What follows belongs to an exercise in optimizing a design on an open flow for small area; a production flow would make more cautious choices.
In this exercise RTL edits were held to simulation tests only and were not proved equivalent to the original.
No activity file was given, so power comes from the tool's default toggle rates.

## indigo
// top_level_pong
module top_level_pong(
    input logic clk,
    input logic reset,
    input logic btnU,
    input logic btnL,
    input logic btnR,
    input logic btnD,
    input logic pong_en,
    input logic RsRx,
    output logic [3:0] vgaRed,
    output logic [3:0] vgaGreen,
    output logic [3:0] vgaBlue,
    output logic Vsync,
    output logic Hsync
);
==> flow/config.mk <==
export PLATFORM = sky130hd
export DESIGN_NAME = top_level_pong
export DESIGN_NICKNAME = top_level_pong
export VERILOG_FILES = /design/flow/design.v
export SDC_FILE = /design/flow/constraint.sdc
export NUM_CORES = 4
export LEC_CHECK = 0
export CAP_MARGIN = 20
export CORE_MARGIN = 2
export CORE_UTILIZATION = 70
export PLACE_DENSITY = 0.8
export SLEW_MARGIN = 20
==> flow/constraint.sdc <==
create_clock -name core_clock -period 10.0 [get_ports {clk}]
set_input_delay 2.0000 -clock core_clock [delete_from_list [all_inputs] [get_ports {clk}]]
set_output_delay 2.0000 -clock core_clock [all_outputs]
set_load 0.01 [all_outputs]
standard.sh (not shown) runs the stock make flow with config.mk's settings and CLKGATE_MAP_FILE= SYNTH_SCRIPT=/design/flow/synth_recipe.tcl, a recipe that flattens the netlist after the stock synthesis.
==> flow/flow/run.sh <==
#!/bin/bash
# Layout flow: the standard synthesis, then the gates between the
# registers are re-mapped for area with ABC (registers, their names and
# cell types are kept). Several ABC scripts are tried; the smallest result
# that a Yosys equivalence proof accepts replaces the synthesis netlist.
# Then the standard ORFS layout with these option changes: CTS without
# dummy loads and with buf_6 buffers, buf_1 as the port buffer, one tie
# cell for the constant outputs (no repair_tie_fanout), and power recovery
# (downsizing of non-critical cells) after global routing.
set -euo pipefail
cd "$(dirname "$0")/.."
R=orfs/results/sky130hd/top_level_pong/base
YOSYS=yosys
if [ -x "$FLOW_HOME/../tools/install/yosys/bin/yosys" ]; then YOSYS="$FLOW_HOME/../tools/install/yosys/bin/yosys"; fi
cp "$FLOW_HOME/platforms/sky130hd/lib/sky130_fd_sc_hd__tt_025C_1v80.lib" lib.lib

bash standard.sh synth > log_1_synth.log 2>&1
cp $R/1_2_yosys.v resyn_in.v

for f in flow/abc_*.abc; do
  n=$(basename $f .abc)
  while [ "$(jobs -rp | wc -l)" -ge "${NUM_CORES:-4}" ]; do sleep 1; done
  ( RESYN_IN=resyn_in.v RESYN_OUT=resyn_$n.v RESYN_LIB=lib.lib RESYN_SCRIPT=$f \
      timeout 900 "$YOSYS" -c flow/resyn.tcl > log_2_resyn_$n.log 2>&1 || true ) &
done
wait

for f in flow/abc_*.abc; do
  n=$(basename $f .abc)
  [ -f resyn_$n.v.stat ] || continue
  if grep -q '\$lut' resyn_$n.v; then continue; fi
  a=$(grep -A400 "=== top_level_pong" resyn_$n.v.stat | grep "Chip area" | awk '{print $NF}' || true)
  [ -n "$a" ] || continue
  echo "$a $n" >> log_2_resyn_areas.txt
done

# smallest first; the first one proven equivalent is used
used=standard
if [ -f log_2_resyn_areas.txt ]; then
  for n in $(sort -g log_2_resyn_areas.txt | awk '{print $2}'); do
    cp resyn_$n.v resyn_out.v
    if "$YOSYS" -s flow/equiv.ys > log_3_equiv_$n.log 2>&1; then
      cp resyn_out.v $R/1_2_yosys.v   # make rebuilds 1_synth.odb from it
      used=$n
      break
    fi
  done
fi
echo "netlist used: $used" > log_3_equiv.result

bash standard.sh \
  'CTS_ARGS=-sink_clustering_enable -repair_clock_nets -dont_use_dummy_load -buf_list sky130_fd_sc_hd__buf_6' \
  'BUFFER_PORTS_ARGS=-buffer_cell sky130_fd_sc_hd__buf_1' \
  'RECOVER_POWER=100' \
  'SKIP_REPAIR_TIE_FANOUT=1' \
  finish > log_4_layout.log 2>&1
==> flow/flow/abc_0h1.abc <==
strash
dch
amap
strash
&get -n
&deepsyn -T 60 -S 1
&put
dch
amap
==> flow/flow/abc_0k1.abc <==
strash
dch
amap
strash
&get -n
&deepsyn -J 300 -T 400 -S 1
&put
dch
amap
==> flow/flow/abc_0k2.abc <==
strash
dch
amap
strash
&get -n
&deepsyn -J 300 -T 300 -S 2
&put
dch
amap
==> flow/flow/abc_0k4.abc <==
strash
dch
amap
strash
&get -n
&deepsyn -J 300 -T 400 -S 4
&put
dch
amap
==> flow/flow/abc_0k7.abc <==
strash
dch
amap
strash
&get -n
&deepsyn -J 300 -T 400 -S 7
&put
dch
amap
==> flow/flow/abc_0k8.abc <==
strash
dch
amap
strash
&get -n
&deepsyn -J 300 -T 400 -S 8
&put
dch
amap
==> flow/flow/abc_f2.abc <==
strash
dch
amap
strash
dch
amap
strash
dch
amap
strash
dch
amap
==> flow/flow/abc_f3.abc <==
strash
dch -f
amap
strash
dch
amap
==> flow/flow/abc_f5.abc <==
strash
drw
drf
dch
amap
strash
dch
amap
Other scripts of this flow, unchanged in this note and not shown: flow/flow/abc_c5.abc, flow/flow/abc_c6.abc, flow/flow/abc_d1.abc, flow/flow/abc_d2.abc, flow/flow/equiv.ys, flow/flow/resyn.tcl
For zinc, these inputs were changed with respect to indigo:
# indigo
export LEC_CHECK = 0
export CAP_MARGIN = 20
export CORE_MARGIN = 2
export CORE_UTILIZATION = 70
export PLACE_DENSITY = 0.8
export SLEW_MARGIN = 20
create_clock -name core_clock -period 10.0 [get_ports {clk}]
# zinc
export LEC_CHECK = 0
export CAP_MARGIN = 20
export CORE_MARGIN = 2
export CORE_UTILIZATION = 80
export PLACE_DENSITY = 0.9
export SLEW_MARGIN = 20
create_clock -name core_clock -period 10.0 [get_ports {clk}]
Notes after the runs:
The area overhead of the layout relative to synthesis was comparable across zinc and indigo. zinc and indigo ended up with nearly the same register share of total power. In the metrics for zinc and indigo, the one carrying the lower shortest clock period the worst path allows after layout is zinc. | setup slack | lower: indigo |.
Input changes introduced in violet (baseline for comparison: zinc):
# zinc
export LEC_CHECK = 0
export CAP_MARGIN = 20
export CORE_MARGIN = 2
export CORE_UTILIZATION = 80
export PLACE_DENSITY = 0.9
export SLEW_MARGIN = 20
create_clock -name core_clock -period 10.0 [get_ports {clk}]
# violet
export LEC_CHECK = 0
export CAP_MARGIN = 20
export CORE_MARGIN = 2
export CORE_UTILIZATION = 70
export PLACE_DENSITY = 0.8
export SLEW_MARGIN = 20
create_clock -name core_clock -period 10.0 [get_ports {clk}]
==> flow/flow/run.sh <==
#!/bin/bash
# Layout flow: the standard synthesis, then the gates between the
# registers are re-mapped for area with ABC (registers, their names and
# cell types are kept). Several ABC scripts are tried; the smallest result
# that a Yosys equivalence proof accepts replaces the synthesis netlist.
# Then the standard ORFS layout with three option changes: CTS without
# dummy loads and with clkbuf_8 buffers, buf_1 as the port buffer, and
# power recovery (downsizing of non-critical cells) after global routing.
set -euo pipefail
cd "$(dirname "$0")/.."
R=orfs/results/sky130hd/top_level_pong/base
YOSYS=yosys
if [ -x "$FLOW_HOME/../tools/install/yosys/bin/yosys" ]; then YOSYS="$FLOW_HOME/../tools/install/yosys/bin/yosys"; fi
cp "$FLOW_HOME/platforms/sky130hd/lib/sky130_fd_sc_hd__tt_025C_1v80.lib" lib.lib

bash standard.sh synth > log_1_synth.log 2>&1
cp $R/1_2_yosys.v resyn_in.v

for f in flow/abc_*.abc; do
  n=$(basename $f .abc)
  ( RESYN_IN=resyn_in.v RESYN_OUT=resyn_$n.v RESYN_LIB=lib.lib RESYN_SCRIPT=$f \
      timeout 900 "$YOSYS" -c flow/resyn.tcl > log_2_resyn_$n.log 2>&1 || true ) &
done
wait

best=""; best_area=""
for f in flow/abc_*.abc; do
  n=$(basename $f .abc)
  [ -f resyn_$n.v.stat ] || continue
  a=$(grep -A400 "=== top_level_pong" resyn_$n.v.stat | grep "Chip area" | awk '{print $NF}')
  if grep -q '\$lut' resyn_$n.v; then continue; fi
  [ -n "$a" ] || continue
  echo "$n $a" >> log_2_resyn_areas.txt
  if [ -z "$best" ] || awk -v a="$a" -v b="$best_area" 'BEGIN{exit !(a < b)}'; then
    best=$n; best_area=$a
  fi
done

used=standard
if [ -n "$best" ]; then
  cp resyn_$best.v resyn_out.v
  if "$YOSYS" -s flow/equiv.ys > log_3_equiv.log 2>&1; then
    cp resyn_out.v $R/1_2_yosys.v   # make rebuilds 1_synth.odb from it
    used="$best ($best_area)"
  fi
fi
echo "netlist used: $used" > log_3_equiv.result

bash standard.sh \
  'CTS_ARGS=-sink_clustering_enable -repair_clock_nets -dont_use_dummy_load -buf_list sky130_fd_sc_hd__clkbuf_8' \
  'BUFFER_PORTS_ARGS=-buffer_cell sky130_fd_sc_hd__buf_1' \
  'RECOVER_POWER=100' \
  finish > log_4_layout.log 2>&1
==> flow/flow/abc_c1.abc (new file) <==
strash
dch -f
amap
strash
dch -f
amap
strash
dch -f
amap
==> flow/flow/abc_d3.abc (new file) <==
strash
dch
amap
strash
dch -f
amap
strash
dch
amap
==> flow/flow/abc_e4.abc (new file) <==
strash
&get -n
&dch
&nf -a -R 1000
&put
strash
dch
amap
strash
dch
amap
removed: flow/flow/abc_0h1.abc
removed: flow/flow/abc_0k1.abc
removed: flow/flow/abc_0k2.abc
removed: flow/flow/abc_0k4.abc
removed: flow/flow/abc_0k7.abc
removed: flow/flow/abc_0k8.abc
removed: flow/flow/abc_f2.abc
removed: flow/flow/abc_f3.abc
removed: flow/flow/abc_f5.abc
Findings:
violet — cell count about 5% higher, zinc as reference. Min part of the cycle the worst path needs across zinc and violet: violet. Note that the maximum frequency recorded for zinc amounts to 0.950 times the value seen in violet. Going from zinc to violet, the worst setup slack was found to have gone up by 0.20 ns. col[5] as the worst setup path startpoint was reported by violet, and reset by zinc.
Here is what was changed in the inputs of willow compared with violet.
==> flow/flow/run.sh <==
#!/bin/bash
# Layout flow: the standard synthesis, then the gates between the
# registers are re-mapped for area with ABC (registers, their names and
# cell types are kept). Several ABC scripts are tried; the smallest result
# that a Yosys equivalence proof accepts replaces the synthesis netlist.
# Then the standard ORFS layout with three option changes: CTS without
# dummy loads and with buf_6 buffers, buf_1 as the port buffer, and
# power recovery (downsizing of non-critical cells) after global routing.
set -euo pipefail
cd "$(dirname "$0")/.."
R=orfs/results/sky130hd/top_level_pong/base
YOSYS=yosys
if [ -x "$FLOW_HOME/../tools/install/yosys/bin/yosys" ]; then YOSYS="$FLOW_HOME/../tools/install/yosys/bin/yosys"; fi
cp "$FLOW_HOME/platforms/sky130hd/lib/sky130_fd_sc_hd__tt_025C_1v80.lib" lib.lib

bash standard.sh synth > log_1_synth.log 2>&1
cp $R/1_2_yosys.v resyn_in.v

for f in flow/abc_*.abc; do
  n=$(basename $f .abc)
  while [ "$(jobs -rp | wc -l)" -ge "${NUM_CORES:-4}" ]; do sleep 1; done
  ( RESYN_IN=resyn_in.v RESYN_OUT=resyn_$n.v RESYN_LIB=lib.lib RESYN_SCRIPT=$f \
      timeout 600 "$YOSYS" -c flow/resyn.tcl > log_2_resyn_$n.log 2>&1 || true ) &
done
wait

for f in flow/abc_*.abc; do
  n=$(basename $f .abc)
  [ -f resyn_$n.v.stat ] || continue
  if grep -q '\$lut' resyn_$n.v; then continue; fi
  a=$(grep -A400 "=== top_level_pong" resyn_$n.v.stat | grep "Chip area" | awk '{print $NF}' || true)
  [ -n "$a" ] || continue
  echo "$a $n" >> log_2_resyn_areas.txt
done

# smallest first; the first one proven equivalent is used
used=standard
if [ -f log_2_resyn_areas.txt ]; then
  for n in $(sort -g log_2_resyn_areas.txt | awk '{print $2}'); do
    cp resyn_$n.v resyn_out.v
    if "$YOSYS" -s flow/equiv.ys > log_3_equiv_$n.log 2>&1; then
      cp resyn_out.v $R/1_2_yosys.v   # make rebuilds 1_synth.odb from it
      used=$n
      break
    fi
  done
fi
echo "netlist used: $used" > log_3_equiv.result

bash standard.sh \
  'CTS_ARGS=-sink_clustering_enable -repair_clock_nets -dont_use_dummy_load -buf_list sky130_fd_sc_hd__buf_6' \
  'BUFFER_PORTS_ARGS=-buffer_cell sky130_fd_sc_hd__buf_1' \
  'RECOVER_POWER=100' \
  finish > log_4_layout.log 2>&1
==> flow/flow/abc_f10.abc (new file) <==
strash
rewrite
refactor
dch
amap
strash
dch
amap
==> flow/flow/abc_f11.abc (new file) <==
strash
dch
amap
strash
dch -f
amap
==> flow/flow/abc_f2.abc (new file) <==
strash
dch
amap
strash
dch
amap
strash
dch
amap
strash
dch
amap
==> flow/flow/abc_f3.abc (new file) <==
strash
dch -f
amap
strash
dch
amap
==> flow/flow/abc_f4.abc (new file) <==
strash
balance
dch
amap
strash
dch
amap
==> flow/flow/abc_f5.abc (new file) <==
strash
drw
drf
dch
amap
strash
dch
amap
==> flow/flow/abc_f8.abc (new file) <==
strash
&get -n
&dch
&nf -a
&put
strash
dch
amap
strash
dch
amap
==> flow/flow/abc_g1.abc (new file) <==
strash
&get -n
&deepsyn -T 60
&put
dch
amap
strash
dch
amap
==> flow/flow/abc_h1.abc (new file) <==
strash
dch
amap
strash
&get -n
&deepsyn -T 60 -S 1
&put
dch
amap
==> flow/flow/abc_h2.abc (new file) <==
strash
dch
amap
strash
&get -n
&deepsyn -T 60 -S 2
&put
dch
amap
==> flow/flow/abc_h3.abc (new file) <==
strash
dch
amap
strash
&get -n
&deepsyn -T 60 -S 3
&put
dch
amap
==> flow/flow/abc_h4.abc (new file) <==
strash
dch
amap
strash
&get -n
&deepsyn -T 60 -S 4
&put
dch
amap
==> run notes <==
According to the power report, total power for willow is lower than for violet. On willow: non-clock buffer count is 1 higher than what violet gave. Compared with violet, willow shows a higher number of buffers and inverters on the critical path. The post-synthesis instance total of willow falls short of that of violet by 6. [compare] base=violet new=willow: number of vias in the routed layout now sits lower; data arrival time of the worst path higher; routed wire length on met3 went down by 280 µm; worst hold slack increased 0.010 ns. From violet to willow the numbers moved as follows: clock share of power down 1.2 points, core utilization down 0.84 points, number of nets in the final layout down 5.
Input-level comparison between fjord and willow:
==> flow/flow/run.sh <==
#!/bin/bash
# Layout flow: the standard synthesis, then the gates between the
# registers are re-mapped for area with ABC (registers, their names and
# cell types are kept). Several ABC scripts are tried; the smallest result
# that a Yosys equivalence proof accepts replaces the synthesis netlist.
# Then the standard ORFS layout with three option changes: CTS without
# dummy loads and with clkbuf_8 buffers, buf_1 as the port buffer, and
# power recovery (downsizing of non-critical cells) after global routing.
set -euo pipefail
cd "$(dirname "$0")/.."
R=orfs/results/sky130hd/top_level_pong/base
YOSYS=yosys
if [ -x "$FLOW_HOME/../tools/install/yosys/bin/yosys" ]; then YOSYS="$FLOW_HOME/../tools/install/yosys/bin/yosys"; fi
cp "$FLOW_HOME/platforms/sky130hd/lib/sky130_fd_sc_hd__tt_025C_1v80.lib" lib.lib

bash standard.sh synth > log_1_synth.log 2>&1
cp $R/1_2_yosys.v resyn_in.v

for f in flow/abc_*.abc; do
  n=$(basename $f .abc)
  while [ "$(jobs -rp | wc -l)" -ge "${NUM_CORES:-4}" ]; do sleep 1; done
  ( RESYN_IN=resyn_in.v RESYN_OUT=resyn_$n.v RESYN_LIB=lib.lib RESYN_SCRIPT=$f \
      timeout 900 "$YOSYS" -c flow/resyn.tcl > log_2_resyn_$n.log 2>&1 || true ) &
done
wait

best=""; best_area=""
for f in flow/abc_*.abc; do
  n=$(basename $f .abc)
  [ -f resyn_$n.v.stat ] || continue
  a=$(grep -A400 "=== top_level_pong" resyn_$n.v.stat | grep "Chip area" | awk '{print $NF}')
  if grep -q '\$lut' resyn_$n.v; then continue; fi
  [ -n "$a" ] || continue
  echo "$n $a" >> log_2_resyn_areas.txt
  if [ -z "$best" ] || awk -v a="$a" -v b="$best_area" 'BEGIN{exit !(a < b)}'; then
    best=$n; best_area=$a
  fi
done

used=standard
if [ -n "$best" ]; then
  cp resyn_$best.v resyn_out.v
  if "$YOSYS" -s flow/equiv.ys > log_3_equiv.log 2>&1; then
    cp resyn_out.v $R/1_2_yosys.v   # make rebuilds 1_synth.odb from it
    used="$best ($best_area)"
  fi
fi
echo "netlist used: $used" > log_3_equiv.result

bash standard.sh \
  'CTS_ARGS=-sink_clustering_enable -repair_clock_nets -dont_use_dummy_load -buf_list sky130_fd_sc_hd__clkbuf_8' \
  'BUFFER_PORTS_ARGS=-buffer_cell sky130_fd_sc_hd__buf_1' \
  'RECOVER_POWER=100' \
  finish > log_4_layout.log 2>&1
removed: flow/flow/abc_g1.abc
removed: flow/flow/abc_h1.abc
removed: flow/flow/abc_h2.abc
removed: flow/flow/abc_h3.abc
removed: flow/flow/abc_h4.abc
[summary]
- In terms of non-clock buffering overhead in the final layout, fjord and willow differ only marginally.
- Looking at fjord and willow, the fraction of met1 tracks used by global routing is a wash.
- Looking at fjord and willow, the sequential cell area in the final layout is a wash.
- Sort fjord and willow by sequential group share of total power, ascending, and fjord comes first.
- Final routed wire length divided by cell count ends up higher on fjord.
- fjord against willow; final routed wirelength across all metal layers is up by a little under 10%.
#### Input delta (juniper over fjord)
--- a/flow/flow/run.sh
+++ b/flow/flow/run.sh
@@ -21,28 +21,28 @@
   while [ "$(jobs -rp | wc -l)" -ge "${NUM_CORES:-4}" ]; do sleep 1; done
   ( RESYN_IN=resyn_in.v RESYN_OUT=resyn_$n.v RESYN_LIB=lib.lib RESYN_SCRIPT=$f \
-      timeout 900 "$YOSYS" -c flow/resyn.tcl > log_2_resyn_$n.log 2>&1 || true ) &
+      timeout 600 "$YOSYS" -c flow/resyn.tcl > log_2_resyn_$n.log 2>&1 || true ) &
 done
 wait
 
-best=""; best_area=""
 for f in flow/abc_*.abc; do
   n=$(basename $f .abc)
   [ -f resyn_$n.v.stat ] || continue
-  a=$(grep -A400 "=== top_level_pong" resyn_$n.v.stat | grep "Chip area" | awk '{print $NF}')
   if grep -q '\$lut' resyn_$n.v; then continue; fi
+  a=$(grep -A400 "=== top_level_pong" resyn_$n.v.stat | grep "Chip area" | awk '{print $NF}' || true)
   [ -n "$a" ] || continue
-  echo "$n $a" >> log_2_resyn_areas.txt
-  if [ -z "$best" ] || awk -v a="$a" -v b="$best_area" 'BEGIN{exit !(a < b)}'; then
-    best=$n; best_area=$a
-  fi
+  echo "$a $n" >> log_2_resyn_areas.txt
 done
 
+# smallest first; the first one proven equivalent is used
 used=standard
-if [ -n "$best" ]; then
-  cp resyn_$best.v resyn_out.v
-  if "$YOSYS" -s flow/equiv.ys > log_3_equiv.log 2>&1; then
-    cp resyn_out.v $R/1_2_yosys.v   # make rebuilds 1_synth.odb from it
-    used="$best ($best_area)"
-  fi
+if [ -f log_2_resyn_areas.txt ]; then
+  for n in $(sort -g log_2_resyn_areas.txt | awk '{print $2}'); do
+    cp resyn_$n.v resyn_out.v
+    if "$YOSYS" -s flow/equiv.ys > log_3_equiv_$n.log 2>&1; then
+      cp resyn_out.v $R/1_2_yosys.v   # make rebuilds 1_synth.odb from it
+      used=$n
+      break
+    fi
+  done
 fi
 echo "netlist used: $used" > log_3_equiv.result
==> flow/flow/abc_g1.abc (new file) <==
strash
&get -n
&deepsyn -T 60
&put
dch
amap
strash
dch
amap
==> flow/flow/abc_h1.abc (new file) <==
strash
dch
amap
strash
&get -n
&deepsyn -T 60 -S 1
&put
dch
amap
==> flow/flow/abc_h2.abc (new file) <==
strash
dch
amap
strash
&get -n
&deepsyn -T 60 -S 2
&put
dch
amap
==> flow/flow/abc_h3.abc (new file) <==
strash
dch
amap
strash
&get -n
&deepsyn -T 60 -S 3
&put
dch
amap
==> flow/flow/abc_h4.abc (new file) <==
strash
dch
amap
strash
&get -n
&deepsyn -T 60 -S 4
&put
dch
amap
Findings:
Delta (juniper minus fjord): critical path depth higher; via count -7.0%; met2 layer usage reported by global route decreased by 2.6 points relative to the old numbers. Comparing juniper with fjord, the proportion of cell area spent on the clock network came out essentially unchanged. fjord ended up with more cell instances than juniper did. Every stage of the flow completed for juniper, and the final layout passed the timing, design-rule and antenna checks. Est. power | juniper vs fjord | juniper lower. Design area ended up 50 µm² lower on juniper than on fjord. NOTE: worst setup slack in juniper exceeds that of fjord.

## re-timing with driven ports
The flow's constraints put no driver on any port. The routed layouts listed below were extracted and timed again, unchanged, in two steps. Step 1, drivers: a clkbuf_16 drives clk and a buf_2 each remaining input, both assumed. Step 2 also shifts input and output timing later by t, the mid clock arrival at the registers, as if the neighbouring blocks saw the same clock. Slacks: ideal ports / drivers / drivers and shift; pairs: ideal ports / drivers.
run	t (ns)	setup slack, ns	hold slack, ns	worst data-port slew with drivers (ns)	pins driven straight from the clock port
indigo	0.354	6.064 / 6.070 / 5.717	0.391 / 0.391 / 0.391	0.04	1
zinc	0.363	6.108 / 6.113 / 5.750	0.379 / 0.379 / 0.379	0.04	1
violet	0.385	6.304 / 6.272 / 5.988	0.382 / 0.382 / 0.382	0.04	1
willow	0.354	5.998 / 6.005 / 5.651	0.392 / 0.392 / 0.392	0.03	1
fjord	0.391	6.000 / 6.007 / 5.616	0.369 / 0.369 / 0.369	0.03	1
juniper	0.389	6.021 / 6.031 / 5.642	0.389 / 0.389 / 0.389	0.03	1
After both steps every run listed still meets setup and hold. For fjord, which loses most, drivers alone change the setup slack by +0.007 ns; drivers and shift together by -0.384 ns.
